Optimization exercise on an open flow, not production practice. RTL: at most simulated, not proved equivalent. Function not checked: runs 1 and 2. Power: default activity.

==> flow/design.v <==
`timescale 1ns / 1ps
module Control(
    input [1:0] Opcode,
    output [7:0] CtrlSign
    );
	assign CtrlSign = (Opcode == 2'b00) ? 8'b11000001 :
					(Opcode == 2'b01) ? 8'b01101010 :
					(Opcode == 2'b10) ? 8'b00100100 :
					8'b00010000;
endmodule
`timescale 1ns / 1ps
module State_Control(
    input [1:0] State,
    output State_Reg_Write,
    output State_Memory,
    output State_PC
    );
	assign State_Memory = (State == 2'b00);
	assign State_Reg_Write = (State == 2'b01);
	assign State_PC = (State == 2'b10);
endmodule
`timescale 1ns / 1ps
module Freq_Div(
    input CLK_IN,
    input RST,
    output reg [1:0] State
    );
	always @(posedge CLK_IN or posedge RST) begin
		if(RST) begin
			State <= 2'b00;
		end else begin
			if(State == 2'b10) begin
				State <= 2'b00;
			end else begin
				State <= State + 2'b01;
			end
		end
	end
endmodule
`timescale 1ns / 1ps
module PC(
    input CLK,
    input RST,
    input Jump,
    input [7:0] Imm,
    output reg [7:0] PCout
    );
	always @(posedge CLK or posedge RST) begin
		if(RST) begin
			PCout <= 0;
		end else begin
			PCout <= PCout + 8'd1 + (Jump ? Imm : 8'd0);
		end
	end
endmodule
`timescale 1ns / 1ps
module MUX(
    input [3:0] S,
    input [7:0] A,
    input [7:0] B,
    input [7:0] C,
    input [7:0] D,
    output [7:0] Y
    );
	assign Y = ({8{S[0]}} & A) | ({8{S[1]}} & B) | ({8{S[2]}} & C) | ({8{S[3]}} & D);
endmodule
`timescale 1ns / 1ps
module Reg_Data_Select_Converter(
    input [3:0] IN,
    output [3:0] OUT
    );
	assign OUT[0] = IN[0] | (IN[3:1] == 3'b000);
	assign OUT[1] = ~IN[0] & IN[1];
	assign OUT[2] = ~IN[0] & ~IN[1] & IN[2];
	assign OUT[3] = ~IN[0] & ~IN[1] & ~IN[2] & IN[3];
endmodule
`timescale 1ns / 1ps
module Registers(
    input CLK,
    input RST,
    input [3:0] Read_Reg1,	 
    input [3:0] Read_Reg2,	 
    input [1:0] Write_Reg,
    input [7:0] Reg_Write_Data,
    input RegWrite,
    input [7:0] Result,
	input [3:0] Reg_Data_Select,	 
	output [7:0] Reg_Data,
    output [7:0] Read_Data1,
    output [7:0] Read_Data2,
    output reg [7:0] Reg_Write_Data_Save
    );
	reg [7:0] register0;
	reg [7:0] register1;
	reg [7:0] register2;
	reg [7:0] register3;
	MUX RM1(.S(Read_Reg1), .A(register0), .B(register1), .C(register2), .D(register3), .Y(Read_Data1));
	MUX RM2(.S(Read_Reg2), .A(register0), .B(register1), .C(register2), .D(register3), .Y(Read_Data2));
	MUX RM3(.S(Reg_Data_Select), .A(register0), .B(register1), .C(register2), .D(register3), .Y(Reg_Data));
	always @(posedge CLK or posedge RST) begin
		if(RST) begin
			register0 <= 0;
			register1 <= 0;
			register2 <= 0;
			register3 <= 0;
		end else if(RegWrite == 1'b1) begin
			case(Write_Reg)
				2'b00 : register0 <= Reg_Write_Data;
				2'b01 : register1 <= Reg_Write_Data;
				2'b10 : register2 <= Reg_Write_Data;
				2'b11 : register3 <= Reg_Write_Data;
			endcase
		end
	end
	always @(posedge CLK or posedge RST) begin
		if(RST) begin
			Reg_Write_Data_Save <= 0;
		end else begin
			Reg_Write_Data_Save <= Result;
		end
	end
endmodule
`timescale 1ns / 1ps
module ALU(
    input [7:0] NumA,
    input [7:0] NumB,
    input ALUOP,
    output [7:0] Result
    );
	assign Result = NumA + NumB;
endmodule
`timescale 1ns / 1ps
module v8_to_5_Compressor(
    input [7:0] Address8bits,
    output [4:0] Address5bits
    );
	assign Address5bits = Address8bits[4:0];
endmodule
`timescale 1ns / 1ps
module Data_Memory(
    input CLK,
    input RST,
    input [4:0] Address,
    input [7:0] Write_Data,
    input MemWrite,
    output [7:0] Read_Data
    );
	reg [255:0] mem;
	wire [7:0] wd_lo = Write_Data & {8{~RST}};
	wire [7:0] wd_hi = Write_Data | {8{RST}};
	genvar i;
	generate
		for(i = 0; i < 32; i = i + 1) begin : word
			wire [7:0] init = (i < 16) ? i : (16 - i);
			wire       en   = RST | (MemWrite && Address == i);
			always @(posedge CLK) begin
				if(en) begin
					mem[8*i +: 8] <= (init & wd_hi) | (~init & wd_lo);
				end
			end
		end
	endgenerate
	wire [3:0] s10 = 4'b0001 << Address[1:0];
	wire [3:0] s32 = 4'b0001 << Address[3:2];
	wire [7:0] l1 [0:7];
	generate
		for(i = 0; i < 8; i = i + 1) begin : lev1
			MUX M(.S(s10), .A(mem[32*i +: 8]), .B(mem[32*i+8 +: 8]),
				.C(mem[32*i+16 +: 8]), .D(mem[32*i+24 +: 8]), .Y(l1[i]));
		end
	endgenerate
	wire [7:0] l2a, l2b;
	MUX M2A(.S(s32), .A(l1[0]), .B(l1[1]), .C(l1[2]), .D(l1[3]), .Y(l2a));
	MUX M2B(.S(s32), .A(l1[4]), .B(l1[5]), .C(l1[6]), .D(l1[7]), .Y(l2b));
	assign Read_Data = Address[4] ? l2b : l2a;
endmodule
`timescale 1ns / 1ps
module Sign_Extend(
    input [1:0] IN,
    output [7:0] OUT
    );
	assign OUT = (IN[1] == 1) ? 8'b11111100 + IN : 8'b00000000 + IN;
endmodule
module v7_Segment(input [3:0] hex, output [6:0] seg); wire [3:0] h = hex;
assign seg[0] = ~((~h[3] & ~h[2] & ~h[1] & h[0]) | (~h[3] & h[2] & ~h[1] & ~h[0]) | (h[3] & ~h[2] & h[1] & h[0]) | (h[3] & h[2] & ~h[1] & h[0]));
assign seg[1] = ~((~h[3] & h[2] & ~h[1] & h[0]) | (h[3] & h[2] & ~h[0]) | (h[3] & h[1] & h[0]) | (h[2] & h[1] & ~h[0]));
assign seg[2] = ~((~h[3] & ~h[2] & h[1] & ~h[0]) | (h[3] & h[2] & h[1]) | (h[3] & h[2] & ~h[0]));
assign seg[3] = ~((~h[3] & ~h[2] & ~h[1] & h[0]) | (~h[3] & h[2] & ~h[1] & ~h[0]) | (h[3] & ~h[2] & h[1] & ~h[0]) | (h[2] & h[1] & h[0]));
assign seg[4] = ~((~h[3] & h[2] & ~h[1]) | (~h[3] & h[0]) | (~h[2] & ~h[1] & h[0]));
assign seg[5] = ~((~h[3] & ~h[2] & h[1]) | (~h[3] & ~h[2] & h[0]) | (~h[3] & h[1] & h[0]) | (h[3] & h[2] & ~h[1] & h[0]));
assign seg[6] = ~((~h[3] & ~h[2] & ~h[1]) | (~h[3] & h[2] & h[1] & h[0]) | (h[3] & h[2] & ~h[1] & ~h[0]));
endmodule
`timescale 1ns / 1ps
module Microprocessor(
    input [7:0] Instruction,
    input CLK_IN,
    input RST,
	input [3:0] SEL_REG,
    output [7:0] Read_Address,	 
    output [6:0] SEG1,   
	output [6:0] SEG2,	 
	output [6:0] SEG3,   
	output [6:0] SEG4,	 
	output [6:0] SEG5,   
	output [6:0] SEG6	 
    );
	wire [1:0] op = Instruction[7:6];
	wire [1:0] rs = Instruction[5:4];
	wire [1:0] rt = Instruction[3:2];
	wire [1:0] rd = Instruction[1:0];
	wire [7:0] Imm;
	wire [7:0] Read_Data1, Read_Data2, Read_Data;
	wire [7:0] Reg_Data;
	wire [7:0] Reg_Write_Data_Save;
	wire [3:0] Reg_Data_Select;
	assign Imm = {{6{Instruction[1]}}, Instruction[1:0]};
	function [6:0] seg7(input [3:0] h);
		begin
		seg7[0] = ~((~h[3] & ~h[2] & ~h[1] & h[0]) | (~h[3] & h[2] & ~h[1] & ~h[0]) | (h[3] & ~h[2] & h[1] & h[0]) | (h[3] & h[2] & ~h[1] & h[0]));
		seg7[1] = ~((~h[3] & h[2] & ~h[1] & h[0]) | (h[3] & h[2] & ~h[0]) | (h[3] & h[1] & h[0]) | (h[2] & h[1] & ~h[0]));
		seg7[2] = ~((~h[3] & ~h[2] & h[1] & ~h[0]) | (h[3] & h[2] & h[1]) | (h[3] & h[2] & ~h[0]));
		seg7[3] = ~((~h[3] & ~h[2] & ~h[1] & h[0]) | (~h[3] & h[2] & ~h[1] & ~h[0]) | (h[3] & ~h[2] & h[1] & ~h[0]) | (h[2] & h[1] & h[0]));
		seg7[4] = ~((~h[3] & h[2] & ~h[1]) | (~h[3] & h[0]) | (~h[2] & ~h[1] & h[0]));
		seg7[5] = ~((~h[3] & ~h[2] & h[1]) | (~h[3] & ~h[2] & h[0]) | (~h[3] & h[1] & h[0]) | (h[3] & h[2] & ~h[1] & h[0]));
		seg7[6] = ~((~h[3] & ~h[2] & ~h[1]) | (~h[3] & h[2] & h[1] & h[0]) | (h[3] & h[2] & ~h[1] & ~h[0]));
		end
	endfunction
	wire is_load  = (op == 2'b01);
	wire is_store = (op == 2'b10);
	wire is_jump  = (op == 2'b11);
	wire [7:0] Sum  = Read_Data1 + Read_Data2;	 
	wire [7:0] Addr = Read_Data1 + Imm;		 
	wire [7:0] Result = is_load ? Read_Data : (is_store ? Addr : Sum);
	PC P1(.CLK(CLK_IN), .RST(RST), .Jump(is_jump), .Imm(Imm), .PCout(Read_Address));
	Reg_Data_Select_Converter RDSC1(.IN(SEL_REG), .OUT(Reg_Data_Select));
	Registers R1(.CLK(CLK_IN), .RST(RST), .Read_Reg1(4'b0001 << rs), .Read_Reg2(4'b0001 << rt),
				.Write_Reg(is_load ? rt : rd), .Reg_Write_Data(is_load ? Read_Data : Sum),
				.RegWrite(op[1] == 1'b0), .Result(Result),
				.Read_Data1(Read_Data1), .Read_Data2(Read_Data2),
				.Reg_Write_Data_Save(Reg_Write_Data_Save),
				.Reg_Data_Select(Reg_Data_Select), .Reg_Data(Reg_Data));
	Data_Memory D1(.CLK(CLK_IN), .RST(RST), .Address(Addr[4:0]),
				.Write_Data(Read_Data2), .MemWrite(is_store), .Read_Data(Read_Data));
	assign SEG1 = seg7(Reg_Write_Data_Save[7:4]);
	assign SEG2 = seg7(Reg_Write_Data_Save[3:0]);
	assign SEG3 = seg7(Read_Address[7:4]);
	assign SEG4 = seg7(Read_Address[3:0]);
	assign SEG5 = seg7(Reg_Data[7:4]);
	assign SEG6 = seg7(Reg_Data[3:0]);
endmodule
==> flow/flow/run.sh <==
#!/bin/bash
# The standard layout (the standard.sh: unchanged synthesis, floorplan,
# placement, CTS, routing), with the port buffers that buffer_ports inserts
# made plain buffers instead of the default delay-cell buffers.
set -euo pipefail
export BUFFER_PORTS_ARGS="-buffer_cell sky130_fd_sc_hd__buf_2"
bash standard.sh > standard.log 2>&1
==> flow/standard.sh <==
#!/bin/bash
# synth_recipe.tcl (not shown) runs the flow's synth.tcl, then flattens the netlist and writes it again
# the make line also repeats each setting of config.mk as NAME=value (left out here)
make -C /OpenROAD-flow-scripts/flow DESIGN_CONFIG=/design/flow/config.mk WORK_HOME=/design/flow/orfs CLKGATE_MAP_FILE= SYNTH_SCRIPT=/design/flow/synth_recipe.tcl "${@:-finish}"
==> flow/config.mk <==
export PLATFORM = sky130hd
export DESIGN_NAME = Microprocessor
export DESIGN_NICKNAME = Microprocessor
export VERILOG_FILES = /design/flow/design.v
export SDC_FILE = /design/flow/constraint.sdc
export NUM_CORES = 4
export LEC_CHECK = 0
export CAP_MARGIN = 20
export CORE_MARGIN = 2
export CORE_UTILIZATION = 40
export CTS_BUF_LIST = sky130_fd_sc_hd__clkbuf_8
export SETUP_SLACK_MARGIN = 2
export SLEW_MARGIN = 20
==> flow/constraint.sdc <==
create_clock -name core_clock -period 6.0 [get_ports {CLK_IN}]
set_input_delay 1.2000 -clock core_clock [delete_from_list [all_inputs] [get_ports {CLK_IN}]]
set_output_delay 1.2000 -clock core_clock [all_outputs]
set_load 0.01 [all_outputs]
==> metrics.yaml, run 1 <==
sta:
  hold_violations: 0
  post-route-period-util_pct: 68.89
  drv_slew: 0
  max_freq_ghz: 0.2419
  setup_violations: 0
  final.setup.worst_slack_ps: 1866
  setup_tns_ps: 0
  min_period_ps: 4134
  clock_skew_ps: 44.89
  slew_headroom_pct: 35.66
  rsz0062_at_grt: "true"
  tightest_slew_ps: 964.0
cells_and_area:
  num_antenna_cells: 0
  drive_gt1_share_pct: 36.58
  mostFrequentLayoutCells: "edfxtp_1 (256), mux4_2 (68), buf_4 (68)"
  utilization_pct: 49.91
  syn2layout_area_growth_pct: 23.74
  final_common_cell: "edfxtp_1"
  nNetsFinal: 1218
  fillers: 3041
synthesis:
  async_flop_share_pct: 15.79
  syn_avg_cell_area_um2: 14.27
  yosys-top-cells-area: "edfxtp_1 (52%), mux4_2 (9.5%), dfrtp_1 (8.2%)"
  synth_edf_count: 256
  synthesis.area_um2: 14700
  netlist.area_leader.share_pct: 52.31
  ys_seq_area_share_pct: 60.48
  synth_cell_type_count: 72
  syn-num-nets: 1069
  yosys.area.top_type: "edfxtp_1"
  synth_warnings: 4
  ys_ff_latch: 304
  ys.flop_type: "edfxtp_1"
  synth_cells: 1030
route:
  top_layer: "met5"
  wl_met1_um: 16850
  dr_wl_met2_um: 18560
  vias: 9822
  drt_pass1_iterations: 5
  drt-total-wl_um: 39110
  drtAntennaViolNets: 0
  routed-wl-met3_um: 2670
  wire_per_inst_um: 23.14
  drc_errors: 0
  vias_per_cell: 5.812
  drt_iter0_markers: 777
place:
  place_congestion: 0.8361
  port_buffers: 63
  dpl_worst_slack_ps: 932.6
  dpl.hpwl_um: 24030
critical_path:
  cp_max_fo: 7
  timing.rr.start: "R1.register3[0]$_DFFE_PP0P_"
  reg2reg_depth: 13
  arrival_ps: 2930
  cp.required_ps: 4800
  r2r-end: "R1.register0[3]$_DFFE_PP0P_"
  endpoint_kind: "output port"
  worstSetupStartpointType: "input port"
  critPathKind: "in2out"
  timing.reg2reg.setup_slack_ps: 2230
power:
  p_total_w: 0.01189
  ir_drop_v: 0.0002955
  powerDensity_nw_per_um2: 654.0
  p_leak_nw: 6.653
clock_tree:
  cts.sink_count: 304
  hold_buffers: 0
  cts_made_buffers: 51
  cts_tree: "built"
  clk_pin_slew_worst_paths_ps: 50
  htree_levels: 2
  clock_path_buffers: 3
  clockRootBuffer: "clkbuf_8"
  clk_latency_ps: 610
floorplan:
  die_w_um: 195.7
  design.core.area_um2: 36430
  num_io_pins: 64
  rows: 70
  start_util_pct: 40.34
  die_area_um2: 38290
  die_h_um: 195.7
global_route:
  antenna_found_initial: 2
  grt_pass1_wl_um: 57570
  grt_max_degree: 49
  grt_pass1_vias: 9328
  grt_usage_pct: 20.14
  grt_overflow: 0
min_path:
  whs_endpoint: "R1.register1[4]$_DFFE_PP0P_"
  min_delay_path_depth: 2
  worst_hold_startpoint: "R1.register1[4]$_DFFE_PP0P_"
  min_path_type: "reg2reg"
job:
  cap_violations: 0
outcome:
  outcome: "timing/DRC/antenna clean"
[worst max path at each step]
stage | from | end | slack [ps] | cells after the start
after floorplan | Instruction[5] | D1.mem[128]$_DFFE_PP_ | 1870 | 11
after global placement | Instruction[5] | R1.Reg_Write_Data_Save[1]$_DFF_PP0_ | 1000 | 9
after detailed placement | Instruction[5] | R1.register0[6]$_DFFE_PP0P_ | 930 | 13
after CTS | Instruction[5] | R1.register0[6]$_DFFE_PP0P_ | 1860 | 13
after global routing | SEL_REG[1] | SEG6[0] | 1800 | 11
final | SEL_REG[1] | SEG6[0] | 1870 | 11
[stage by stage]
| step | hold WS [ps] | instance area (µm²) | instances |
|---|---|---|---|
| finish | 572.3 | 18180 | 1690 |
| detailed placement | 569.9 | 15740 | 1516 |
| CTS | 580.2 | 17520 | 1656 |
| global placement | 557.8 | 15740 | 1516 |
| global route | 605.6 | 18180 | 1690 |
| floorplan | 518.2 | 15050 | 1030 |
[synthesized netlist by cell type, types with 17 or more instances]
library cell / number
clkbuf_1: 34
dfrtp_1: 48
mux2i_1: 24
nand2b_1: 18
xnor2_1: 17
a31oi_1: 17
edfxtp_1: 256
nand2_1: 94
o21ai_0: 44
a21oi_1: 67
nor2_1: 70
mux4_1: 19
a22oi_1: 22
ha_1: 22
inv_1: 21
mux4_2: 62
[sequential cells by signal (all words and copies together), names as in the netlist]
signal and cells:
D1.mem 256, P1.PCout 8, R1.Reg_Write_Data_Save 8, R1.register0 8, R1.register1 8, R1.register2 8
R1.register3 8
[report_power, final]
group	switching [W]	internal, W	leakage [nW]
clock	0.000844	0.000930	0.574
combinational	0.00370	0.00306	3.11
sequential	0.000376	0.00299	2.97
total	0.00492	0.00698	6.65
[cell families after synthesis]
kind of cell / Yosys count / synth area share [%]
buf+inv: 89 / 2.971
compound gates: 228 / 10.21
xor+xnor: 26 / 1.549
mux: 107 / 14.69
flops: 304 / 60.48
simple gates: 251 / 7.824
fa+ha+maj: 25 / 2.282
[routing by layer]
| layer | GRT usage, % | vias to the layer above |
|---|---|---|
| met5 | 0 | - |
| met4 | 6.369 | 2 |
| met3 | 4.246 | 73 |
| met2 | 32.18 | 375 |
| met1 | 27.81 | 5023 |
| li1 | - | 4349 |
[final cells by class]
class,instances,area (µm²),area share [%]
flip-flops and latches,304,8889,48.88
multi-input cells,637,6178,33.98
repair buffers,162,1449,7.968
clock buffers,54,743.2,4.087
well taps,468,585.6,3.220
clock inverters,42,247.7,1.362
inverters,23,92.59,0.5092
[timing repair]
item                                    4_1_cts  5_1_grt
pin swaps                                    30       50
endpoints found under the setup margin      310      231
gates resized for setup                      96       70
cloned                                        4        2
buffers inserted                             40       32
[worst max-delay path, cell delays in order]
cell	delay (ps)
buf_12	110
o31ai_1	350
buf_4	230
a222oi_1	70
buf_4	170
buf_6	110
and2_4	160
o21ai_2	150
o21ai_2	80
a22oi_2	140
buf_2	150
==> run 2, diff against run 1 <==
--- a/flow/config.mk
+++ b/flow/config.mk
@@ -12,2 +12,3 @@
 export SETUP_SLACK_MARGIN = 2
 export SLEW_MARGIN = 20
+export SYNTH_HIERARCHICAL = 1
==> metrics.yaml, run 2 <==
critical_path:
  worstSetupStartpoint: "Instruction[5]"
  arrival_ps: 4710  # +1780 ps
  critPathKind: "in2reg"
  endpoint_kind: "register"
  cp.required_ps: 6440  # +1640 ps
  timing.rr.start: "R1.register2[0]$_DFFE_PP0P_"
  worstSetupStartpointType: "input port"
  crit_chain: "buf_12 > nor2b_4 > a22oi_2 > nand2_2 > ha_4 > inv_2 > fa_1 > inv_2 > buf_12 > nand2b_4 > clkinvlp_4 > buf_12 > buf_12 > buf_16 > a22oi_2 > nand2_1 > a22oi_2 > nand2_1 > mux2_4 > mux2_4 > mux2_4"
  crit_buf_inv: 8  # +3
  slowest_stage: "fa_1"
  cp_max_fo: 8  # +1
  crit_family: "buffers and inverters"
  max_stage_delay_ps: 590  # +240 ps
  cpMostUsedCell: "buf_12"
synthesis:
  synth_cell_type_count: 69  # -4.2%
  yosys-top-cells-area: "edfxtp_1 (50%), dfrtp_1 (7.8%), a22oi_1 (7.0%)"
  async_flop_share_pct: 15.79  # unchanged
  ys_ff_latch: 304  # unchanged
  syn-num-nets: 1215  # +14%
  synth_warnings: 10  # +6
  synth_cells: 1177  # +14%
  ys_seq_area_share_pct: 57.77  # -2.7 points
  synthMostInstantiatedCell: "edfxtp_1"
  synthesis.area_um2: 15390  # +4.7%
  syn_avg_cell_area_um2: 13.07  # -8.4%
  yosys.area.top_type: "edfxtp_1"
  netlist.area_leader.share_pct: 49.96  # -2.3 points
  synth_edf_count: 256  # unchanged
  synth.top_cells.by_count: "edfxtp_1 (256), a22oi_1 (143), nand2_1 (123), a22oi_2 (78), buf_6 (53)"
  ys.flop_type: "edfxtp_1"
sta:
  min_period_ps: 4268  # +134.5 ps
  final.setup.worst_slack_ps: 1732  # -134.5 ps
  max_freq_ghz: 0.2343  # -3.2%
  rsz0062_at_grt: "true"
  hold_violations: 0  # unchanged
  tightest_slew_ps: 1045  # +80.58 ps
  drv_slew: 0  # unchanged
  post-route-period-util_pct: 71.14  # +2.2 points
  clock_skew_ps: 16.81  # -28.08 ps
  setup_tns_ps: 0  # unchanged
  setup_violations: 0  # unchanged
  slew_headroom_pct: 30.04  # -5.6 points
  whs_ps: 564.0  # -8.271 ps
place:
  place_congestion: 0.8554  # +2.3%
  dpl-instance-area_um2: 16210  # +3.0%
  dpl_worst_slack_ps: 730.5  # -202.1 ps
  port_buffers: 63  # unchanged
  dpl.hpwl_um: 25450  # +5.9%
global_route:
  antenna_found_initial: 1  # -1
  grt_pass1_vias: 10460  # +12%
  grt_usage_pct: 20.62  # +0.49 points
  grt_overflow: 0  # unchanged
  grt_max_degree: 51  # +4.1%
  grt_pass1_wl_um: 63590  # +10%
min_path:
  worst_hold_startpoint: "R1.register3[2]$_DFFE_PP0P_"
  min_path_type: "reg2reg"
clock_tree:
  hold_buffers: 0  # unchanged
  cts_tree: "built"
  cts.sink_count: 304  # unchanged
  cts_made_buffers: 49  # -3.9%
  clk_pin_slew_worst_paths_ps: 60  # about the same
  htree_levels: 2  # unchanged
  clockRootBuffer: "clkbuf_8"
  clock_path_buffers: 3  # unchanged
  clk_latency_ps: 560  # -50 ps
floorplan:
  num_io_pins: 64  # unchanged
  rows: 71  # +1.4%
  design.core.area_um2: 37760  # +3.6%
  die_w_um: 200.1  # +2.3%
  die_h_um: 200.1  # +2.3%
  start_util_pct: 40.76  # +0.42 points
  die_area_um2: 40050  # +4.6%
cells_and_area:
  syn2layout_area_growth_pct: 20.04
  fillers: 3250  # +6.9%
  drive_gt1_share_pct: 37.56  # +0.98 points
  largest_register_ffs: 256  # unchanged
  regArea_um2: 8889  # unchanged
  mostFrequentLayoutCells: "edfxtp_1 (256), a22oi_2 (140), nand2_1 (102)"
  nNetsFinal: 1333  # +9.4%
  multi_input_area_um2: 6345  # +2.7%
  stdcell_area_um2: 18470  # +1.6%
  num_antenna_cells: 0  # unchanged
  final_common_cell: "edfxtp_1"
  largest_register: "D1.mem"
power:
  ir_drop_v: 0.0002874  # -2.7%
  p_leak_nw: 7.094  # +6.6%
  powerDensity_nw_per_um2: 589.6  # -9.8%
route:
  vias_per_cell: 5.724  # -1.5%
  drt-total-wl_um: 42720  # +9.3%
  drt_pass1_iterations: 7  # +2
  drc_errors: 0  # unchanged
  drtAntennaViolNets: 0  # unchanged
  wire_per_inst_um: 23.16  # about the same
  drt_iter0_markers: 755  # -2.8%
  vias: 10560  # +7.5%
outcome:
  outcome: "timing/DRC/antenna clean"
job:
  cap_violations: 0  # unchanged
## run 2: changes by cell type after synthesis, sizes merged, moves of 9 or more
cell	previous run	this run
a22oi	23	221
mux4	81	0
nor2	71	21
mux2	2	44
a21oi	68	31
nand2	95	123
buf	32	59
o21bai	4	23
nor2b	5	23
inv	23	38
mux2i	24	9
a21o	10	21
o211ai	10	1
## run 2: power breakdown
part           leakage [nW]  total, W  internal, W  switching (W)
logic                  3.47   0.00580      0.00255        0.00325
registers              3.10   0.00331      0.00287       0.000437
clock network         0.526   0.00178     0.000951       0.000831
## run 2: kinds of logic (layout without fill, tap and decap cells)
logic type	count (synthesis)	count (layout)	synth area share [%]
AND/OR/NAND/NOR	265	267	9.026
adder cells (fa/ha/maj)	24	24	2.098
multiplexers	53	53	3.805
AO/OA/AOI/OAI	385	385	20.40
XOR/XNOR	20	20	1.187
flip-flops	304	304	57.77
buffers and inverters	126	281	5.716
## run 2: routing by layer
| layer | GRT usage [%] | routed length, µm |
|---|---|---|
| met3 | 3.449 | 2414 |
| met1 | 27.63 | 18400 |
| met5 | 0 | 0 |
| met4 | 7.463 | 1589 |
| met2 | 33.83 | 20320 |
## run 2: modules after synthesis (local to each module, per instance)
module                     cells  area, µm²
Data_Memory                  340       8334
MUX                           28      225.2
Microprocessor               334       2108
PC                            57      560.5
Reg_Data_Select_Converter      5      40.04
Registers                     77       1416
## run 2: area by class of cell
cell class	instances	area share, %
Clock inverter	40	1.470
Tap cell	511	3.461
Inverter	38	0.9077
Clock buffer	50	3.726
Multi-Input combinational cell	749	34.35
Sequential cell	304	48.12
Timing Repair Buffer	153	7.966
## run 2: path summary, 6_finish.rpt
| kind | slack, ps | cells past startpoint | to |
|---|---|---|---|
| worst max-delay path | 1730 | 21 | R1.register1[4]$_DFFE_PP0P_ |
| worst min-delay path | 560 | 1 | R1.register3[2]$_DFFE_PP0P_ |
| worst max register to register | 2220 | 16 | R1.register0[7]$_DFFE_PP0P_ |
| worst min register to register | 560 | 1 | R1.register3[2]$_DFFE_PP0P_ |
| max in group asynchronous | 4400 | 3 | R1.Reg_Write_Data_Save[5]$_DFF_PP0_ |
| min in group asynchronous | 1060 | 2 | P1.PCout[4]$_DFF_PP0_ |
## run 2: timing repair
item | 4_1_cts | 5_1_grt
pin swaps | 34 | 34
endpoints found under the setup margin | 142 | 70
resized for setup | 88 | 70
cloned | 11 | 5
buffers inserted | 22 | 14
## run 2: metrics by stage
stage,cells,total power [W],utilization (%)
5_1_grt,1845,0.01146,48.92
2_1_floorplan,1177,0.006723,-
3_3_place_gp,1703,0.007877,42.93
4_1_cts,1826,0.01055,47.72
3_5_place_dp,1703,0.007949,42.94
6_report,1845,0.01089,48.92
==> run 3, diff against run 2 <==
--- a/flow/design.v
+++ b/flow/design.v
@@ -81,12 +81,20 @@
     input [3:0] Read_Reg1,	 
     input [3:0] Read_Reg2,	 
-    input [1:0] Write_Reg,
-    input [7:0] Reg_Write_Data,
-    input RegWrite,
-    input [7:0] Result,
 	input [3:0] Reg_Data_Select,	 
+    input [7:0] Mem_Low,
+    input [7:0] Mem_High,
+    input [7:0] Sum,
+    input [3:0] Sel_Low,
+    input [3:0] Sel_High,
+    input [3:0] Sel_Sum,
+    input [7:0] Result_Other,	 
+    input [3:0] Result_Sel,	 
 	output [7:0] Reg_Data,
     output [7:0] Read_Data1,
     output [7:0] Read_Data2,
+    output [1:0] Low0,
+    output [1:0] Low1,
+    output [1:0] Low2,
+    output [1:0] Low3,
     output reg [7:0] Reg_Write_Data_Save
     );
@@ -95,7 +103,18 @@
 	reg [7:0] register2;
 	reg [7:0] register3;
+	assign Low0 = register0[1:0];
+	assign Low1 = register1[1:0];
+	assign Low2 = register2[1:0];
+	assign Low3 = register3[1:0];
 	MUX RM1(.S(Read_Reg1), .A(register0), .B(register1), .C(register2), .D(register3), .Y(Read_Data1));
 	MUX RM2(.S(Read_Reg2), .A(register0), .B(register1), .C(register2), .D(register3), .Y(Read_Data2));
 	MUX RM3(.S(Reg_Data_Select), .A(register0), .B(register1), .C(register2), .D(register3), .Y(Reg_Data));
+	wire [3:0] hold = ~(Sel_Low | Sel_High | Sel_Sum);
+	wire [7:0] n0, n1, n2, n3, nr;
+	ALU W0(.S({hold[0], Sel_Sum[0], Sel_High[0], Sel_Low[0]}), .A(Mem_Low), .B(Mem_High), .C(Sum), .D(register0), .Y(n0));
+	ALU W1(.S({hold[1], Sel_Sum[1], Sel_High[1], Sel_Low[1]}), .A(Mem_Low), .B(Mem_High), .C(Sum), .D(register1), .Y(n1));
+	ALU W2(.S({hold[2], Sel_Sum[2], Sel_High[2], Sel_Low[2]}), .A(Mem_Low), .B(Mem_High), .C(Sum), .D(register2), .Y(n2));
+	ALU W3(.S({hold[3], Sel_Sum[3], Sel_High[3], Sel_Low[3]}), .A(Mem_Low), .B(Mem_High), .C(Sum), .D(register3), .Y(n3));
+	ALU WR(.S(Result_Sel), .A(Mem_Low), .B(Mem_High), .C(Sum), .D(Result_Other), .Y(nr));
 	always @(posedge CLK or posedge RST) begin
 		if(RST) begin
@@ -104,18 +123,11 @@
 			register2 <= 0;
 			register3 <= 0;
-		end else if(RegWrite == 1'b1) begin
-			case(Write_Reg)
-				2'b00 : register0 <= Reg_Write_Data;
-				2'b01 : register1 <= Reg_Write_Data;
-				2'b10 : register2 <= Reg_Write_Data;
-				2'b11 : register3 <= Reg_Write_Data;
-			endcase
-		end
-	end
-	always @(posedge CLK or posedge RST) begin
-		if(RST) begin
 			Reg_Write_Data_Save <= 0;
 		end else begin
-			Reg_Write_Data_Save <= Result;
+			register0 <= n0;
+			register1 <= n1;
+			register2 <= n2;
+			register3 <= n3;
+			Reg_Write_Data_Save <= nr;
 		end
 	end
@@ -123,17 +135,30 @@
 `timescale 1ns / 1ps
 module ALU(
-    input [7:0] NumA,
-    input [7:0] NumB,
-    input ALUOP,
-    output [7:0] Result
-    );
-	assign Result = NumA + NumB;
+    input [3:0] S,
+    input [7:0] A,
+    input [7:0] B,
+    input [7:0] C,
+    input [7:0] D,
+    output [7:0] Y
+    );
+	assign Y = ({8{S[0]}} & A) | ({8{S[1]}} & B) | ({8{S[2]}} & C) | ({8{S[3]}} & D);
 endmodule
 `timescale 1ns / 1ps
 module v8_to_5_Compressor(
-    input [7:0] Address8bits,
-    output [4:0] Address5bits
-    );
-	assign Address5bits = Address8bits[4:0];
+    input [1:0] R0,
+    input [1:0] R1,
+    input [1:0] R2,
+    input [1:0] R3,
+    input [3:0] rs,		 
+    input [3:0] imm,	 
+    output [3:0] Line
+    );
+	wire [3:0] L0 = 4'b0001 << R0;
+	wire [3:0] L1 = 4'b0001 << R1;
+	wire [3:0] L2 = 4'b0001 << R2;
+	wire [3:0] L3 = 4'b0001 << R3;
+	wire [3:0] L = ({4{rs[0]}} & L0) | ({4{rs[1]}} & L1) | ({4{rs[2]}} & L2) | ({4{rs[3]}} & L3);
+	assign Line = ({4{imm[0]}} & L) | ({4{imm[1]}} & {L[2:0], L[3]}) |
+	              ({4{imm[2]}} & {L[1:0], L[3:2]}) | ({4{imm[3]}} & {L[0], L[3:1]});
 endmodule
 `timescale 1ns / 1ps
@@ -141,17 +166,20 @@
     input CLK,
     input RST,
-    input [4:0] Address,
+    input [3:0] Low,		 
+    input [4:2] Address,	 
     input [7:0] Write_Data,
     input MemWrite,
-    output [7:0] Read_Data
+    output [7:0] Read_Low,	 
+    output [7:0] Read_High	 
     );
 	reg [255:0] mem;
 	wire [7:0] wd_lo = Write_Data & {8{~RST}};
 	wire [7:0] wd_hi = Write_Data | {8{RST}};
+	wire [7:0] High = 8'b00000001 << Address[4:2];
 	genvar i;
 	generate
 		for(i = 0; i < 32; i = i + 1) begin : word
 			wire [7:0] init = (i < 16) ? i : (16 - i);
-			wire       en   = RST | (MemWrite && Address == i);
+			wire       en   = RST | (MemWrite & Low[i % 4] & High[i / 4]);
 			always @(posedge CLK) begin
 				if(en) begin
@@ -161,17 +189,14 @@
 		end
 	endgenerate
-	wire [3:0] s10 = 4'b0001 << Address[1:0];
 	wire [3:0] s32 = 4'b0001 << Address[3:2];
 	wire [7:0] l1 [0:7];
 	generate
 		for(i = 0; i < 8; i = i + 1) begin : lev1
-			MUX M(.S(s10), .A(mem[32*i +: 8]), .B(mem[32*i+8 +: 8]),
+			MUX M(.S(Low), .A(mem[32*i +: 8]), .B(mem[32*i+8 +: 8]),
 				.C(mem[32*i+16 +: 8]), .D(mem[32*i+24 +: 8]), .Y(l1[i]));
 		end
 	endgenerate
-	wire [7:0] l2a, l2b;
-	MUX M2A(.S(s32), .A(l1[0]), .B(l1[1]), .C(l1[2]), .D(l1[3]), .Y(l2a));
-	MUX M2B(.S(s32), .A(l1[4]), .B(l1[5]), .C(l1[6]), .D(l1[7]), .Y(l2b));
-	assign Read_Data = Address[4] ? l2b : l2a;
+	MUX M2A(.S(s32), .A(l1[0]), .B(l1[1]), .C(l1[2]), .D(l1[3]), .Y(Read_Low));
+	MUX M2B(.S(s32), .A(l1[4]), .B(l1[5]), .C(l1[6]), .D(l1[7]), .Y(Read_High));
 endmodule
 `timescale 1ns / 1ps
@@ -210,5 +235,5 @@
 	wire [1:0] rd = Instruction[1:0];
 	wire [7:0] Imm;
-	wire [7:0] Read_Data1, Read_Data2, Read_Data;
+	wire [7:0] Read_Data1, Read_Data2;
 	wire [7:0] Reg_Data;
 	wire [7:0] Reg_Write_Data_Save;
@@ -231,15 +256,32 @@
 	wire [7:0] Sum  = Read_Data1 + Read_Data2;	 
 	wire [7:0] Addr = Read_Data1 + Imm;		 
-	wire [7:0] Result = is_load ? Read_Data : (is_store ? Addr : Sum);
+	wire [3:0] rs1 = 4'b0001 << rs;
+	wire [3:0] rt1 = 4'b0001 << rt;
+	wire [3:0] rd1 = 4'b0001 << rd;
+	wire [3:0] im1 = 4'b0001 << Instruction[1:0];
 	PC P1(.CLK(CLK_IN), .RST(RST), .Jump(is_jump), .Imm(Imm), .PCout(Read_Address));
 	Reg_Data_Select_Converter RDSC1(.IN(SEL_REG), .OUT(Reg_Data_Select));
-	Registers R1(.CLK(CLK_IN), .RST(RST), .Read_Reg1(4'b0001 << rs), .Read_Reg2(4'b0001 << rt),
-				.Write_Reg(is_load ? rt : rd), .Reg_Write_Data(is_load ? Read_Data : Sum),
-				.RegWrite(op[1] == 1'b0), .Result(Result),
-				.Read_Data1(Read_Data1), .Read_Data2(Read_Data2),
-				.Reg_Write_Data_Save(Reg_Write_Data_Save),
-				.Reg_Data_Select(Reg_Data_Select), .Reg_Data(Reg_Data));
-	Data_Memory D1(.CLK(CLK_IN), .RST(RST), .Address(Addr[4:0]),
-				.Write_Data(Read_Data2), .MemWrite(is_store), .Read_Data(Read_Data));
+	wire [1:0] Low0, Low1, Low2, Low3;
+	wire [3:0] Low;
+	v8_to_5_Compressor COMP1(.R0(Low0), .R1(Low1), .R2(Low2), .R3(Low3),
+				.rs(rs1), .imm(im1), .Line(Low));
+	wire [7:0] Mem_Low, Mem_High;
+	Data_Memory D1(.CLK(CLK_IN), .RST(RST), .Low(Low), .Address(Addr[4:2]),
+				.Write_Data(Read_Data2), .MemWrite(is_store),
+				.Read_Low(Mem_Low), .Read_High(Mem_High));
+	wire is_add = (op == 2'b00);
+	wire [3:0] ld = {4{is_load}} & rt1;
+	wire [3:0] Sel_Low  = ld & {4{~Addr[4]}};
+	wire [3:0] Sel_High = ld & {4{Addr[4]}};
+	wire [3:0] Sel_Sum  = {4{is_add}} & rd1;
+	wire [3:0] Result_Sel = {is_store, op[1] == op[0], is_load & Addr[4], is_load & ~Addr[4]};
+	Registers R1(.CLK(CLK_IN), .RST(RST), .Read_Reg1(rs1), .Read_Reg2(rt1),
+				.Reg_Data_Select(Reg_Data_Select),
+				.Mem_Low(Mem_Low), .Mem_High(Mem_High), .Sum(Sum),
+				.Sel_Low(Sel_Low), .Sel_High(Sel_High), .Sel_Sum(Sel_Sum),
+				.Result_Other(Addr), .Result_Sel(Result_Sel),
+				.Reg_Data(Reg_Data), .Read_Data1(Read_Data1), .Read_Data2(Read_Data2),
+				.Low0(Low0), .Low1(Low1), .Low2(Low2), .Low3(Low3),
+				.Reg_Write_Data_Save(Reg_Write_Data_Save));
 	assign SEG1 = seg7(Reg_Write_Data_Save[7:4]);
 	assign SEG2 = seg7(Reg_Write_Data_Save[3:0]);
--- a/flow/config.mk
+++ b/flow/config.mk
@@ -10,4 +10,6 @@
 export CORE_UTILIZATION = 40
 export CTS_BUF_LIST = sky130_fd_sc_hd__clkbuf_8
+export CTS_CLUSTER_DIAMETER = 50
+export CTS_CLUSTER_SIZE = 18
 export SETUP_SLACK_MARGIN = 2
 export SLEW_MARGIN = 20
==> metrics.yaml, run 3 <==
power:
  p_comb_share_pct: 46.6  # -6.7 points
  p_clk_share_pct: 15.8  # -0.6 points
  p_seq_share_pct: 37.5  # +7.1 points
  p_int_w: 0.004891  # -23%
  p_leak_nw: 6.856  # -3.4%
  switching_share_pct: 44.03  # +2.6 points
  ir_drop_v: 0.0001799  # -37%
  p_sw_w: 0.003847  # -15%
  powerDensity_nw_per_um2: 482.7  # -18%
synthesis:
  synth_warnings: 10  # unchanged
  yosys-top-cells-area: "edfxtp_1 (48%), a22oi_1 (8.9%), a22oi_2 (8.4%)"
  synth.top_cells.by_count: "edfxtp_1 (256), a22oi_1 (192), nand2_1 (158), a22oi_2 (108), buf_6 (73)"
  syn-num-nets: 1335  # +9.9%
  synth_edf_count: 256  # unchanged
  syn_avg_cell_area_um2: 12.48  # -4.5%
  synthesis.area_um2: 16140  # +4.9%
  ys_seq_area_share_pct: 55.07  # -2.7 points
  synthMostInstantiatedCell: "edfxtp_1"
  ys.flop_type: "edfxtp_1"
  yosys.area.top_type: "edfxtp_1"
  synth_cells: 1293  # +9.9%
  ys_ff_latch: 304  # unchanged
  synth_cell_type_count: 52  # -25%
  async_flop_share_pct: 15.79  # unchanged
  netlist.area_leader.share_pct: 47.63  # -2.3 points
route:
  vias_per_cell: 5.937  # +3.7%
  vias: 11410  # +8.0%
  drtAntennaViolNets: 0  # unchanged
  drc_errors: 0  # unchanged
  drt_pass1_iterations: 7  # unchanged
  drt-total-wl_um: 45950  # +7.5%
  drt_iter0_markers: 1268  # +68%
  wire_per_inst_um: 23.91  # +3.2%
place:
  place_congestion: 0.9063  # +6.0%
  port_buffers: 63  # unchanged
  dpl.hpwl_um: 30140  # +18%
critical_path:
  worstSetupStartpointType: "input port"
  cp_max_fo: 8  # unchanged
  arrival_ps: 2780  # -1930 ps
  endpoint_kind: "output port"
  critPathKind: "in2out"
  cp.required_ps: 4800  # -1640 ps
cells_and_area:
  final_common_cell: "edfxtp_1"
  utilization_pct: 45.46  # -3.5 points
  mostFrequentLayoutCells: "edfxtp_1 (256), a22oi_1 (184), nand2_1 (147)"
  num_antenna_cells: 0  # unchanged
  largest_register_ffs: 256  # unchanged
  drive_gt1_share_pct: 29.06  # -8.5 points
  fillers: 3675  # +13%
  nNetsFinal: 1418  # +6.4%
  syn2layout_area_growth_pct: 12.18
  largest_register: "D1.mem"
floorplan:
  start_util_pct: 40.53  # -0.23 points
  rows: 73  # +2.8%
  die_h_um: 204.9  # +2.4%
  design.core.area_um2: 39820  # +5.5%
  num_io_pins: 64  # unchanged
  die_area_um2: 41970  # +4.8%
  die_w_um: 204.9  # +2.4%
sta:
  min_period_ps: 3984  # -284.0 ps
  clock_skew_ps: 30.49  # +13.68 ps
  setup_tns_ps: 0  # unchanged
  setup_violations: 0  # unchanged
  rsz0062_at_grt: "true"
  slew_headroom_pct: 24.90  # -5.1 points
  max_freq_ghz: 0.2510  # +7.1%
  hold_violations: 0  # unchanged
  post-route-period-util_pct: 66.40  # -4.7 points
  drv_slew: 0  # unchanged
  tightest_slew_ps: 1122  # +77.69 ps
clock_tree:
  cts.sink_count: 304  # unchanged
  clk_latency_ps: 640  # +80 ps
  cts_made_buffers: 29  # -41%
  clock_path_buffers: 3  # unchanged
  clk_pin_slew_worst_paths_ps: 80  # +20 ps
  cts_tree: "built"
  htree_levels: 1  # -1
  clockRootBuffer: "clkbuf_8"
outcome:
  outcome: "timing/DRC/antenna clean"
global_route:
  grt_pass1_wl_um: 67940  # +6.8%
  grt_overflow: 0  # unchanged
  grt_usage_pct: 21.56  # +0.94 points
  grt_max_degree: 51  # unchanged
  antenna_found_initial: 0  # -1
  grt_pass1_vias: 10990  # +5.0%
job:
  cap_violations: 0  # unchanged
min_path:
  min_path_type: "reg2reg"
-- run 3: routing by layer --
metal	vias up	wire length [µm]	track usage [%]
met3	98	2952	2.609
met1	5725	19320	28.78
met2	407	22010	36.00
met5	-	0	0
li1	5180	-	-
met4	0	1660	8.094
-- run 3: cells by family (layout without fill, tap and decap cells) --
logic type	after synthesis	after routing	share of synthesized area [%]
fa+ha+maj	28	28	2.310
compound gates	462	464	23.93
simple gates	314	316	9.869
buf+inv	159	259	7.349
xor+xnor	19	19	1.031
flops	304	304	55.07
mux	7	7	0.4342
-- run 3: stage by stage --
step           hold slack, ps  setup slack [ps]  total power (W)  area [µm²]  cells
6_report                592.0              2016         0.008739       18100   1922
5_1_grt                 607.1              1985         0.009214       18100   1922
4_1_cts                 580.3              1995         0.008576       17710   1905
3_5_place_dp            552.9             784.6         0.007076       16740   1836
3_3_place_gp            548.2             853.2         0.007017       16710   1835
2_1_floorplan           511.0              2004         0.005961       16140   1293
-- run 3: modules after synthesis, one instance, submodules excluded, excerpt --
module	cells inside	times used	cell area, µm²
Registers	53	1	1105
PC	57	1	560.5
Data_Memory	329	1	8164
v8_to_5_Compressor	37	1	289.0
MUX	28	13	225.2
Reg_Data_Select_Converter	5	1	40.04
ALU	28	5	225.2
-- run 3: area by class of cell --
| type | count | area [µm²] | share of cell area, % |
|---|---|---|---|
| multi-input cells | 834 | 6596 | 36.43 |
| flip-flops and latches | 304 | 8889 | 49.09 |
| well taps | 525 | 656.9 | 3.628 |
| clock buffers | 29 | 399.1 | 2.205 |
| clock inverters | 23 | 250.2 | 1.382 |
| inverters | 45 | 172.7 | 0.9537 |
| repair buffers | 162 | 1141 | 6.303 |
-- run 3: timing repair --
| action | CTS | global route |
|---|---|---|
| cloned | 2 | 2 |
| hold buffers | 0 | 0 |
| pin swaps | 12 | 22 |
| endpoints found under the setup margin | 310 | 202 |
| gates resized for setup | 42 | 51 |
| buffers inserted | 15 | 15 |
-- run 3: worst max-delay path, cell delays in order --
cell     delay [ps]
buf_6            90
nor3_2           40
or2_4           290
a22oi_2         300
nand2_2         140
buf_6           150
xnor2_2         110
a21oi_1         120
o32a_1          180
buf_2           140
-- run 3: final timing paths --
kind,start,to,slack (ps),cells after the start
worst max-delay path,SEL_REG[1],SEG6[0],2020,10
worst min-delay path,R1.register1[2]$_DFF_PP0_,R1.register1[2]$_DFF_PP0_,590,2
worst max register to register,R1.register1[1]$_DFF_PP0_,R1.register1[2]$_DFF_PP0_,2420,11
worst min register to register,R1.register1[2]$_DFF_PP0_,R1.register1[2]$_DFF_PP0_,590,2
max in group asynchronous,RST,R1.register1[7]$_DFF_PP0_,4500,3
min in group asynchronous,RST,P1.PCout[0]$_DFF_PP0_,960,2
-- run 3: power by group through the flow --
stage               clock network (W)  logic, W  registers, W
finish                        0.00138   0.00407       0.00328
floorplan                           0   0.00286       0.00310
global route                  0.00147   0.00440       0.00334
CTS                           0.00141   0.00390       0.00327
global placement                    0   0.00372       0.00330
detailed placement                  0   0.00376       0.00332
Testbench counts of run 3, summed over its fixed seeds: cycles 6,109, instructions 6,109.
==> run 4, diff against run 3 <==
--- a/flow/config.mk
+++ b/flow/config.mk
@@ -12,5 +12,5 @@
 export CTS_CLUSTER_DIAMETER = 50
 export CTS_CLUSTER_SIZE = 18
-export SETUP_SLACK_MARGIN = 2
+export SETUP_SLACK_MARGIN = 2.6
 export SLEW_MARGIN = 20
 export SYNTH_HIERARCHICAL = 1
==> metrics.yaml, run 4 <==
synthesis:
  synth_cells: 1293  # unchanged
  synth_edf_count: 256  # unchanged
  synth_top_family_by_area: "compound AO/OA/AOI/OAI gates"
  netlist.area_leader.share_pct: 47.63  # unchanged
  yosys.area_share.simple_pct: 9.869  # unchanged
  async_flop_share_pct: 15.79  # unchanged
  ys_seq_area_share_pct: 55.07  # unchanged
  ys_ff_latch: 304  # unchanged
  synth_compound_area_share_pct: 23.93  # unchanged
  syn-num-nets: 1335  # unchanged
  synthAdderAreaFrac_pct: 2.310  # unchanged
  yosys-top-cells-area: "edfxtp_1 (48%), a22oi_1 (8.9%), a22oi_2 (8.4%)"
  ys.flop_type: "edfxtp_1"
  synth-xor-area-share_pct: 1.031  # unchanged
  synth_cell_type_count: 52  # unchanged
  synth_warnings: 10  # unchanged
  synth.top_cells.by_count: "edfxtp_1 (256), a22oi_1 (192), nand2_1 (158), a22oi_2 (108), buf_6 (73)"
  synthMostInstantiatedCell: "edfxtp_1"
  synthesis.area_um2: 16140  # unchanged
  syn_avg_cell_area_um2: 12.48  # unchanged
  muxShareOfSynthArea_pct: 0.4341  # unchanged
  yosys.area.top_type: "edfxtp_1"
global_route:
  grt_overflow: 0  # unchanged
  grt_usage_pct: 22.39  # +0.83 points
  grt_pass1_vias: 11580  # +5.3%
  grt_pass1_wl_um: 71620  # +5.4%
  grt_max_degree: 51  # unchanged
  antenna_found_initial: 0  # unchanged
critical_path:
  worstSetupStartpointType: "input port"
  crit_family: "simple AND/OR/NAND/NOR gates"
  arrival_ps: 2740  # -40 ps
  slowest_stage: "or3_1"
  cp_max_fo: 5  # -3
  crit_buf_inv: 4  # +1
  crit_chain: "buf_8 > nor4b_4 > buf_6 > a22oi_2 > nand2_2 > inv_2 > or3_1 > o21ai_2 > a21oi_2 > buf_2"
  critPathKind: "in2out"
  max_stage_delay_ps: 380  # +80 ps
  endpoint_kind: "output port"
  cp.required_ps: 4800  # about the same
route:
  drt-total-wl_um: 48640  # +5.9%
  drt_pass1_iterations: 9  # +2
  wire_per_inst_um: 24.02  # +0.48%
  drc_errors: 0  # unchanged
  vias_per_cell: 5.980  # +0.73%
  vias: 12110  # +6.1%
  drtAntennaViolNets: 0  # unchanged
  drt_iter0_markers: 1293  # +2.0%
power:
  powerDensity_nw_per_um2: 485.2  # +0.53%
  p_leak_nw: 7.849  # +14%
  p_total_w: 0.01006  # +15%
  ir_drop_v: 0.0002950  # +64%
cells_and_area:
  mostFrequentLayoutCells: "edfxtp_1 (256), a22oi_2 (172), nand2_1 (130)"
  largest_register_ffs: 256  # unchanged
  utilization_pct: 52.06  # +6.6 points
  nNetsFinal: 1517  # +7.0%
  drive_gt1_share_pct: 44.56  # +16 points
  final_common_cell: "edfxtp_1"
  final_cells: 2025  # +5.4%
  syn2layout_area_growth_pct: 28.47
  largest_register: "D1.mem"
floorplan:
  num_io_pins: 64  # unchanged
  die_area_um2: 41970  # unchanged
  die_h_um: 204.9  # unchanged
  die_w_um: 204.9  # unchanged
  rows: 73  # unchanged
  design.core.area_um2: 39820  # unchanged
  start_util_pct: 40.53  # unchanged
sta:
  min_period_ps: 3942  # -42.55 ps
  hold_violations: 0  # unchanged
  clock_skew_ps: 30.11  # -0.3759 ps
  setup_tns_ps: 0  # unchanged
  post-route-period-util_pct: 65.69  # -0.71 points
  max_freq_ghz: 0.2537  # +1.1%
  tightest_slew_ps: 1097  # -25.28 ps
  setup_violations: 0  # unchanged
  slew_headroom_pct: 26.87  # +2.0 points
  drv_slew: 0  # unchanged
  rsz0062_at_grt: "true"
clock_tree:
  clk_latency_ps: 640  # about the same
  htree_levels: 1  # unchanged
  clk_pin_slew_worst_paths_ps: 100  # +20 ps
  clock_path_buffers: 3  # unchanged
  cts_made_buffers: 31  # +6.9%
  clockRootBuffer: "clkbuf_8"
  cts.sink_count: 304  # unchanged
  hold_buffers: 0  # unchanged
  cts_tree: "built"
place:
  place_congestion: 0.8866  # -2.2%
  dpl.hpwl_um: 28950  # -4.0%
  dp_cells: 1803  # -1.8%
  port_buffers: 63  # unchanged
job:
  cap_violations: 0  # unchanged
outcome:
  outcome: "timing/DRC/antenna clean"
min_path:
  min_path_type: "reg2reg"
run 4: cell counts after synthesis:
No cell type changed its count.
run 4: cell type report:
cell class                      instances  area [µm²]
Sequential cell                       304        8894
Timing Repair Buffer                  257        2517
Inverter                               45       188.9
Multi-Input combinational cell        836        7742
Fill cell                            3234       19090
Clock buffer                           31       426.7
Clock inverter                         26       305.3
Tap cell                              525       656.9
Antenna cell                            1       2.502
run 4: what timing repair did:
action                     in CTS  in global routing
setup buffers                 113                 41
pin swaps                     119                 78
gates resized for setup       205                 92
gates cloned                    8                  2
setup endpoints to repair     310                313
hold endpoints to repair        0                  0
run 4: power breakdown:
part           total (W)  leakage, nW  internal, W  switching (W)
clock            0.00149        0.371     0.000642       0.000850
combinational    0.00526         4.35      0.00211        0.00315
sequential       0.00331         3.13      0.00284       0.000463
run 4: cell families (layout without fill, tap and decap cells):
kind of cell    after synthesis  count (layout)
xor+xnor                     19              19
buf+inv                     159             359
compound gates              462             465
other cells                   0               1
flops                       304             304
mux                           7               7
simple gates                314             317
fa+ha+maj                    28              28
run 4: routing by layer:
metal / global-route usage, % / share of wire, %
met5: 0 / 0
met4: 9.275 / 4.1
met3: 3.245 / 6.8
met2: 35.85 / 47
met1: 30.50 / 42
run 4: path summary, 6_finish.rpt:
check                                          start                             endpoint  slack, ps  cells after the start
hold reg to reg            R1.register2[2]$_DFF_PP0_            R1.register2[2]$_DFF_PP0_        610                      2
max in group asynchronous                        RST  R1.Reg_Write_Data_Save[7]$_DFF_PP0_       4420                      3
setup / recovery                          SEL_REG[1]                              SEG6[6]       2060                     10
setup reg to reg           R1.register2[0]$_DFF_PP0_            R1.register1[6]$_DFF_PP0_       2660                     15
min in group asynchronous                        RST                P1.PCout[0]$_DFF_PP0_       1030                      2
hold / removal             R1.register2[2]$_DFF_PP0_            R1.register2[2]$_DFF_PP0_        610                      2
run 4: through the flow:
step	setup WS [ps]	hold slack, ps	instance area [µm²]
floorplan	2240	511.0	16680
global placement	937.9	552.1	16930
detailed placement	868.5	572.8	16930
CTS	2078	588.0	19910
global route	2019	647.3	20730
finish	2058	613.8	20730
run 4: tightest hold or removal path, stage by stage, from the launching register on:
cell,delay (ps)
dfrtp_1,440
a22oi_1,90
nand2_1,60
run 4: Yosys stat by module (local to each module, per instance):
module,flops+latches,cells inside
Data_Memory,256,329
v8_to_5_Compressor,0,37
Registers,40,53
PC,8,57
Reg_Data_Select_Converter,0,5
MUX,0,28
ALU,0,28
Microprocessor,0,308
==> run 5, diff against run 4 <==
--- a/flow/config.mk
+++ b/flow/config.mk
@@ -12,5 +12,4 @@
 export CTS_CLUSTER_DIAMETER = 50
 export CTS_CLUSTER_SIZE = 18
-export SETUP_SLACK_MARGIN = 2.6
+export SETUP_SLACK_MARGIN = 2.4
 export SLEW_MARGIN = 20
-export SYNTH_HIERARCHICAL = 1
==> metrics.yaml, run 5 <==
route:
  drt-total-wl_um: 45650  # -6.1%
  drc_errors: 0  # unchanged
  drt_pass1_iterations: 7  # -2
  vias_per_cell: 6.317  # +5.6%
  drtAntennaViolNets: 0  # unchanged
  vias: 11060  # -8.7%
  drt_iter0_markers: 1382  # +6.9%
  wire_per_inst_um: 26.09  # +8.6%
critical_path:
  timing.reg2reg.setup_slack_ps: 2370  # -290 ps
  cp_max_fo: 8  # +3
  crit_chain: "buf_12 > nor3b_4 > buf_6 > a22oi_2 > nor2_1 > a221oi_2 > buf_4 > or3_1 > a21oi_2 > nor2_2 > buf_2"
  worstSetupStartpointType: "input port"
  reg2reg_depth: 10  # -5
  critPathKind: "in2out"
  r2r-end: "R1.register3[7]$_DFF_PP0_"
  cp.required_ps: 4800  # about the same
  arrival_ps: 2850  # +110 ps
  timing.rr.start: "R1.register0[1]$_DFF_PP0_"
  max_stage_delay_ps: 380  # about the same
  slowest_stage: "or3_1"
  endpoint_kind: "output port"
clock_tree:
  cts_tree: "built"
  clockRootBuffer: "clkbuf_8"
  hold_buffers: 0  # unchanged
  cts_made_buffers: 30  # -3.2%
  clk_latency_ps: 610  # -30 ps
  clk_pin_slew_worst_paths_ps: 90  # about the same
  cts.sink_count: 304  # unchanged
  htree_levels: 1  # unchanged
  clock_path_buffers: 3  # unchanged
sta:
  max_freq_ghz: 0.2470  # -2.6%
  min_period_ps: 4048  # +106.3 ps
  hold_violations: 0  # unchanged
  slew_headroom_pct: 27.69  # +0.83 points
  post-route-period-util_pct: 67.47  # +1.8 points
  setup_tns_ps: 0  # unchanged
  tightest_slew_ps: 1085  # -12.42 ps
  clock_skew_ps: 19.17  # -10.94 ps
  rsz0062_at_grt: "true"
  setup_violations: 0  # unchanged
  final.setup.worst_slack_ps: 1952  # -106.3 ps
  drv_slew: 0  # unchanged
synthesis:
  synth_cells: 1127  # -13%
  async_flop_share_pct: 15.79  # unchanged
  netlist.area_leader.share_pct: 52.91  # +5.3 points
  muxShareOfSynthArea_pct: 3.781  # +3.3 points
  synth_top_family_by_area: "compound AO/OA/AOI/OAI gates"
  syn-num-nets: 1169  # -12%
  synth_warnings: 4  # -6
  ys_seq_area_share_pct: 61.18  # +6.1 points
  syn_avg_cell_area_um2: 12.89  # +3.3%
  synth_compound_area_share_pct: 19.49  # -4.4 points
  synth.top_cells.by_count: "edfxtp_1 (256), a22oi_1 (114), nand2_1 (113), a21oi_1 (63), clkbuf_1 (59)"
  ys_ff_latch: 304  # unchanged
  synth_cell_type_count: 51  # -1.9%
  ys.flop_type: "edfxtp_1"
  synth_edf_count: 256  # unchanged
  synth-xor-area-share_pct: 1.748  # +0.72 points
  synthesis.area_um2: 14530  # -10%
  synthAdderAreaFrac_pct: 2.566  # +0.26 points
  yosys.area_share.simple_pct: 8.526  # -1.3 points
  yosys-top-cells-area: "edfxtp_1 (53%), dfrtp_1 (8.3%), a22oi_1 (5.9%)"
  yosys.area.top_type: "edfxtp_1"
  synthMostInstantiatedCell: "edfxtp_1"
cells_and_area:
  final_common_cell: "edfxtp_1"
  mostFrequentLayoutCells: "edfxtp_1 (256), a22oi_1 (87), buf_4 (79)"
  largest_register_ffs: 256  # unchanged
  nNetsFinal: 1307  # -14%
  largest_register: "D1.mem"
  utilization_pct: 51.32  # -0.74 points
  num_antenna_cells: 0  # -1
  drive_gt1_share_pct: 36.31  # -8.3 points
  syn2layout_area_growth_pct: 25.95
place:
  dpl.hpwl_um: 26590  # -8.2%
  port_buffers: 63  # unchanged
  dpl_worst_slack_ps: 1251  # +382.2 ps
  place_congestion: 0.9261  # +4.5%
job:
  cap_violations: 0  # unchanged
power:
  ir_drop_v: 0.0002864  # -2.9%
  p_total_w: 0.01040  # +3.4%
  p_leak_nw: 6.562  # -16%
  powerDensity_nw_per_um2: 568.4  # +17%
min_path:
  min_delay_path_depth: 2  # unchanged
  whs_endpoint: "R1.register3[4]$_DFF_PP0_"
  min_path_type: "reg2reg"
  worst_hold_startpoint: "R1.register3[4]$_DFF_PP0_"
global_route:
  grt_pass1_wl_um: 67500  # -5.8%
  grt_usage_pct: 23.49  # +1.1 points
  antenna_found_initial: 0  # unchanged
  grt_overflow: 0  # unchanged
  grt_max_degree: 70  # +37%
  grt_pass1_vias: 10590  # -8.5%
floorplan:
  die_h_um: 194.6  # -5.0%
  design.core.area_um2: 35660  # -10%
  start_util_pct: 40.75  # +0.22 points
  die_area_um2: 37860  # -9.8%
  num_io_pins: 64  # unchanged
  rows: 69  # -5.5%
  die_w_um: 194.6  # -5.0%
outcome:
  outcome: "timing/DRC/antenna clean"
run 5: cell types whose count changed after synthesis, moves of 32 or more:
cell and change:
a22oi_1 -78, o21bai_1 -33, clkbuf_1 +33, a22o_1 +37, a22oi_2 -108, a21oi_1 +32, o221ai_1 +36, buf_6 -71
nand2_1 -45, a221oi_1 +39
run 5: critical path: cells and delay by family:
kind            cells  cell delay (ps)
buf+inv             4              580
simple gates        4              770
compound gates      3              290
run 5: kinds of logic (layout without fill, tap and decap cells):
logic type               after synthesis  count (layout)
AO/OA/AOI/OAI                        388             388
multiplexers                          26              31
buffers and inverters                 98             252
AND/OR/NAND/NOR                      254             257
flip-flops                           304             304
XOR/XNOR                              29              29
adder cells (fa/ha/maj)               28              28
run 5: per-stage QoR:
step                hold WS [ps]  instance area [µm²]  cells
finish                     609.8                18300   1750
CTS                        593.4                17580   1719
global route               627.6                18300   1750
global placement           559.8                15800   1591
detailed placement         566.3                15800   1591
floorplan                  510.1                15410   1127
run 5: power by group:
group | total [W] | internal [W] | switching, W
sequential | 0.00335 | 0.00288 | 0.000465
combinational | 0.00575 | 0.00238 | 0.00337
clock | 0.00131 | 0.000536 | 0.000769
total | 0.0104 | 0.00580 | 0.00460
run 5: cell type report:
cell class | instances | area [µm²]
Sequential cell | 304 | 8890
Clock inverter | 23 | 153.9
Multi-Input combinational cell | 733 | 6651
Timing Repair Buffer | 169 | 1456
Inverter | 27 | 116.4
Clock buffer | 33 | 454.2
Tap cell | 461 | 576.8
Fill cell | 2973 | 17360
run 5: worst max path at each step:
stage,from,to,slack [ps],depth (start not counted)
finish,SEL_REG[1],SEG5[3],1950,11
global route,SEL_REG[1],SEG5[3],1870,11
CTS,SEL_REG[3],SEG5[0],2020,12
detailed placement,Instruction[5],R1.Reg_Write_Data_Save[2]$_DFF_PP0_,1250,10
global placement,Instruction[5],R1.Reg_Write_Data_Save[1]$_DFF_PP0_,1240,10
floorplan,SEL_REG[0],SEG6[0],2080,9
run 5: what timing repair did:
item,4_1_cts,5_1_grt
gates resized for setup,96,73
endpoints found under the setup margin,310,310
setup buffers,64,29
pin swaps,28,31
cloned,8,2
run 5: per-layer routing:
metal  global-route usage, %  vias to the layer above  wire length, µm
met5                       0                        -                0
met4                   8.063                        0             1396
met3                   4.234                       94             4286
met2                   36.55                      598            21080
met1                   33.29                     5562            18890
li1                        -                     4801                -
==> run 6, diff against run 5 <==
--- a/flow/config.mk
+++ b/flow/config.mk
@@ -12,4 +12,4 @@
 export CTS_CLUSTER_DIAMETER = 50
 export CTS_CLUSTER_SIZE = 18
-export SETUP_SLACK_MARGIN = 2.4
+export SETUP_SLACK_MARGIN = 2
 export SLEW_MARGIN = 20
==> metrics.yaml, run 6 <==
outcome:
  outcome: "timing/DRC/antenna clean"
cells_and_area:
  mostFrequentLayoutCells: "edfxtp_1 (256), a22oi_1 (107), nand2_1 (75)"
  syn2layout_area_growth_pct: 15.08
  final_common_cell: "edfxtp_1"
  nNetsFinal: 1241  # -5.0%
  num_antenna_cells: 0  # unchanged
  largest_register_ffs: 256  # unchanged
  stdcell_area_um2: 16720  # -8.6%
  drive_gt1_share_pct: 24.32  # -12 points
  largest_register: "D1.mem"
  final_cells: 1682  # -3.9%
global_route:
  grt_max_degree: 73  # +4.3%
  grt_pass1_vias: 10110  # -4.5%
  antenna_found_initial: 0  # unchanged
  grt_overflow: 0  # unchanged
  grt_pass1_wl_um: 62000  # -8.1%
  grt_usage_pct: 21.07  # -2.4 points
clock_tree:
  cts_made_buffers: 29  # -3.3%
  cts_tree: "built"
  clk_pin_slew_worst_paths_ps: 110  # +20 ps
  clk_latency_ps: 600  # about the same
  clock_path_buffers: 3  # unchanged
  cts.sink_count: 304  # unchanged
  clockRootBuffer: "clkbuf_8"
  htree_levels: 1  # unchanged
  hold_buffers: 0  # unchanged
sta:
  setup_tns_ps: 0  # unchanged
  min_period_ps: 4019  # -29.09 ps
  drv_slew: 0  # unchanged
  slew_headroom_pct: 33.65  # +6.0 points
  clock_skew_ps: 26.97  # +7.800 ps
  setup_violations: 0  # unchanged
  max_freq_ghz: 0.2488  # +0.72%
  post-route-period-util_pct: 66.98  # -0.48 points
  tightest_slew_ps: 995.2  # -89.38 ps
  hold_violations: 0  # unchanged
  rsz0062_at_grt: "true"
floorplan:
  num_io_pins: 64  # unchanged
  rows: 69  # unchanged
  die_area_um2: 37860  # unchanged
  design.core.area_um2: 35660  # unchanged
  die_h_um: 194.6  # unchanged
  start_util_pct: 40.75  # unchanged
  die_w_um: 194.6  # unchanged
critical_path:
  path_depth: 11  # unchanged
  crit_chain: "buf_8 > nor3b_4 > buf_12 > a22oi_2 > nor2_1 > a221oi_2 > buf_4 > or3_4 > a21oi_2 > nor2_1 > buf_2"
  cpMostUsedCell: "nor2_1"
  cp.required_ps: 4800  # about the same
  crit_buf_inv: 4  # unchanged
  max_stage_delay_ps: 380  # about the same
  reg2reg_depth: 8  # -2
  crit_family: "simple AND/OR/NAND/NOR gates"
  endpoint_kind: "output port"
  slowest_stage: "or3_4"
  worstSetupStartpointType: "input port"
  arrival_ps: 2820  # -30 ps
  critPathKind: "in2out"
  cp_max_fo: 8  # unchanged
synthesis:
  synthesis.area_um2: 14530  # unchanged
  async_flop_share_pct: 15.79  # unchanged
  synth_cell_type_count: 51  # unchanged
  ys_seq_area_share_pct: 61.18  # unchanged
  syn-num-nets: 1169  # unchanged
  syn_avg_cell_area_um2: 12.89  # unchanged
  synth_cells: 1127  # unchanged
  synthMostInstantiatedCell: "edfxtp_1"
  yosys.area.top_type: "edfxtp_1"
  synth_warnings: 4  # unchanged
  netlist.area_leader.share_pct: 52.91  # unchanged
  synth.top_cells.by_count: "edfxtp_1 (256), a22oi_1 (114), nand2_1 (113), a21oi_1 (63), clkbuf_1 (59)"
  ys.flop_type: "edfxtp_1"
  synth_edf_count: 256  # unchanged
  ys_ff_latch: 304  # unchanged
  yosys-top-cells-area: "edfxtp_1 (53%), dfrtp_1 (8.3%), a22oi_1 (5.9%)"
place:
  dp_cells: 1593  # +0.13%
  dpl-instance-area_um2: 15330  # -2.9%
  port_buffers: 63  # unchanged
  place_congestion: 0.9186  # -0.81%
  dpl.hpwl_um: 25910  # -2.5%
route:
  vias: 10500  # -5.0%
  drt_pass1_iterations: 6  # -1
  drt_iter0_markers: 1230  # -11%
  vias_per_cell: 6.241  # -1.2%
  wire_per_inst_um: 24.21  # -7.2%
  drtAntennaViolNets: 0  # unchanged
  drt-total-wl_um: 40720  # -11%
  drc_errors: 0  # unchanged
min_path:
  min_delay_path_depth: 2  # unchanged
  min_path_type: "reg2reg"
power:
  switching_share_pct: 43.28  # -0.96 points
  p_leak_nw: 5.915  # -9.9%
  p_clk_share_pct: 15.7  # +3.2 points
  powerDensity_nw_per_um2: 542.8  # -4.5%
  p_sw_w: 0.003928  # -15%
  p_comb_share_pct: 47.9  # -7.4 points
  p_int_w: 0.005147  # -11%
  ir_drop_v: 0.0002450  # -14%
  p_seq_share_pct: 36.4  # +4.2 points
job:
  cap_violations: 0  # unchanged
-- run 6: cell counts after synthesis --
Identical to the previous run, type by type.
-- run 6: area by class of cell --
type | count | area (µm²)
Sequential cell | 304 | 8889
Tap cell | 461 | 576.8
Timing Repair Buffer | 109 | 729.5
Inverter | 27 | 105.1
Clock buffer | 29 | 399.1
Clock inverter | 24 | 290.3
Multi-Input combinational cell | 728 | 5731
Fill cell | 3118 | 18940
-- run 6: cells by family after synthesis --
| family | count (synthesis) | synth area share [%] |
|---|---|---|
| compound gates | 388 | 19.49 |
| flops | 304 | 61.18 |
| simple gates | 254 | 8.526 |
| buf+inv | 98 | 2.713 |
| xor+xnor | 29 | 1.748 |
| fa+ha+maj | 28 | 2.566 |
| mux | 26 | 3.781 |
-- run 6: path summary, 6_finish.rpt --
| kind | start | endpoint | slack [ps] |
|---|---|---|---|
| worst min-delay path | R1.register3[5]$_DFF_PP0_ | R1.register3[5]$_DFF_PP0_ | 610 |
| worst max register to register | R1.register0[1]$_DFF_PP0_ | R1.register1[2]$_DFF_PP0_ | 2310 |
| worst min register to register | R1.register3[5]$_DFF_PP0_ | R1.register3[5]$_DFF_PP0_ | 610 |
| max in group asynchronous | RST | P1.PCout[0]$_DFF_PP0_ | 3830 |
| min in group asynchronous | RST | R1.register1[6]$_DFF_PP0_ | 870 |
| worst max-delay path | SEL_REG[2] | SEG5[3] | 1980 |
-- run 6: power groups by stage --
stage	registers (W)	clock network [W]	logic, W
floorplan	0.00311	0	0.00282
global placement	0.00332	0	0.00388
detailed placement	0.00333	0	0.00393
CTS	0.00329	0.00144	0.00414
global route	0.00337	0.00153	0.00467
finish	0.00330	0.00143	0.00434
-- run 6: worst reg2reg max path, cell delays in order (launching register included) --
cell and delay (ps):
dfrtp_1 510, nor2b_1 200, mux4_2 570, mux4_1 890
a22o_1 380, a221oi_1 240, o22ai_1 190, nor3_2 380
o221ai_1 200
-- run 6: timing repair --
item | 4_1_cts | 5_1_grt
buffers inserted | 19 | 13
resized for setup | 40 | 56
cloned | 3 | 1
setup endpoints to repair | 270 | 304
pin swaps | 10 | 19
-- run 6: per-stage QoR --
step           hold WS, ps  total power [W]  utilization [%]  setup slack, ps
2_1_floorplan        502.6         0.005926                -             1990
3_3_place_gp         553.3         0.007202            43.00             1163
3_5_place_dp         577.3         0.007259            43.00             1064
4_1_cts              604.9         0.008874            45.97             1916
5_1_grt              647.4         0.009560            46.89             1895
6_report             613.4         0.009075            46.89             1981
-- run 6: routing by layer --
metal / part of all wire [%] / GRT usage, % / vias up
met2: 47 / 33.49 / 497
met4: 2.7 / 6.439 / 0
met1: 44 / 30.24 / 5283
li1: - / - / 4648
met5: 0 / 0 / -
met3: 7.1 / 2.759 / 69
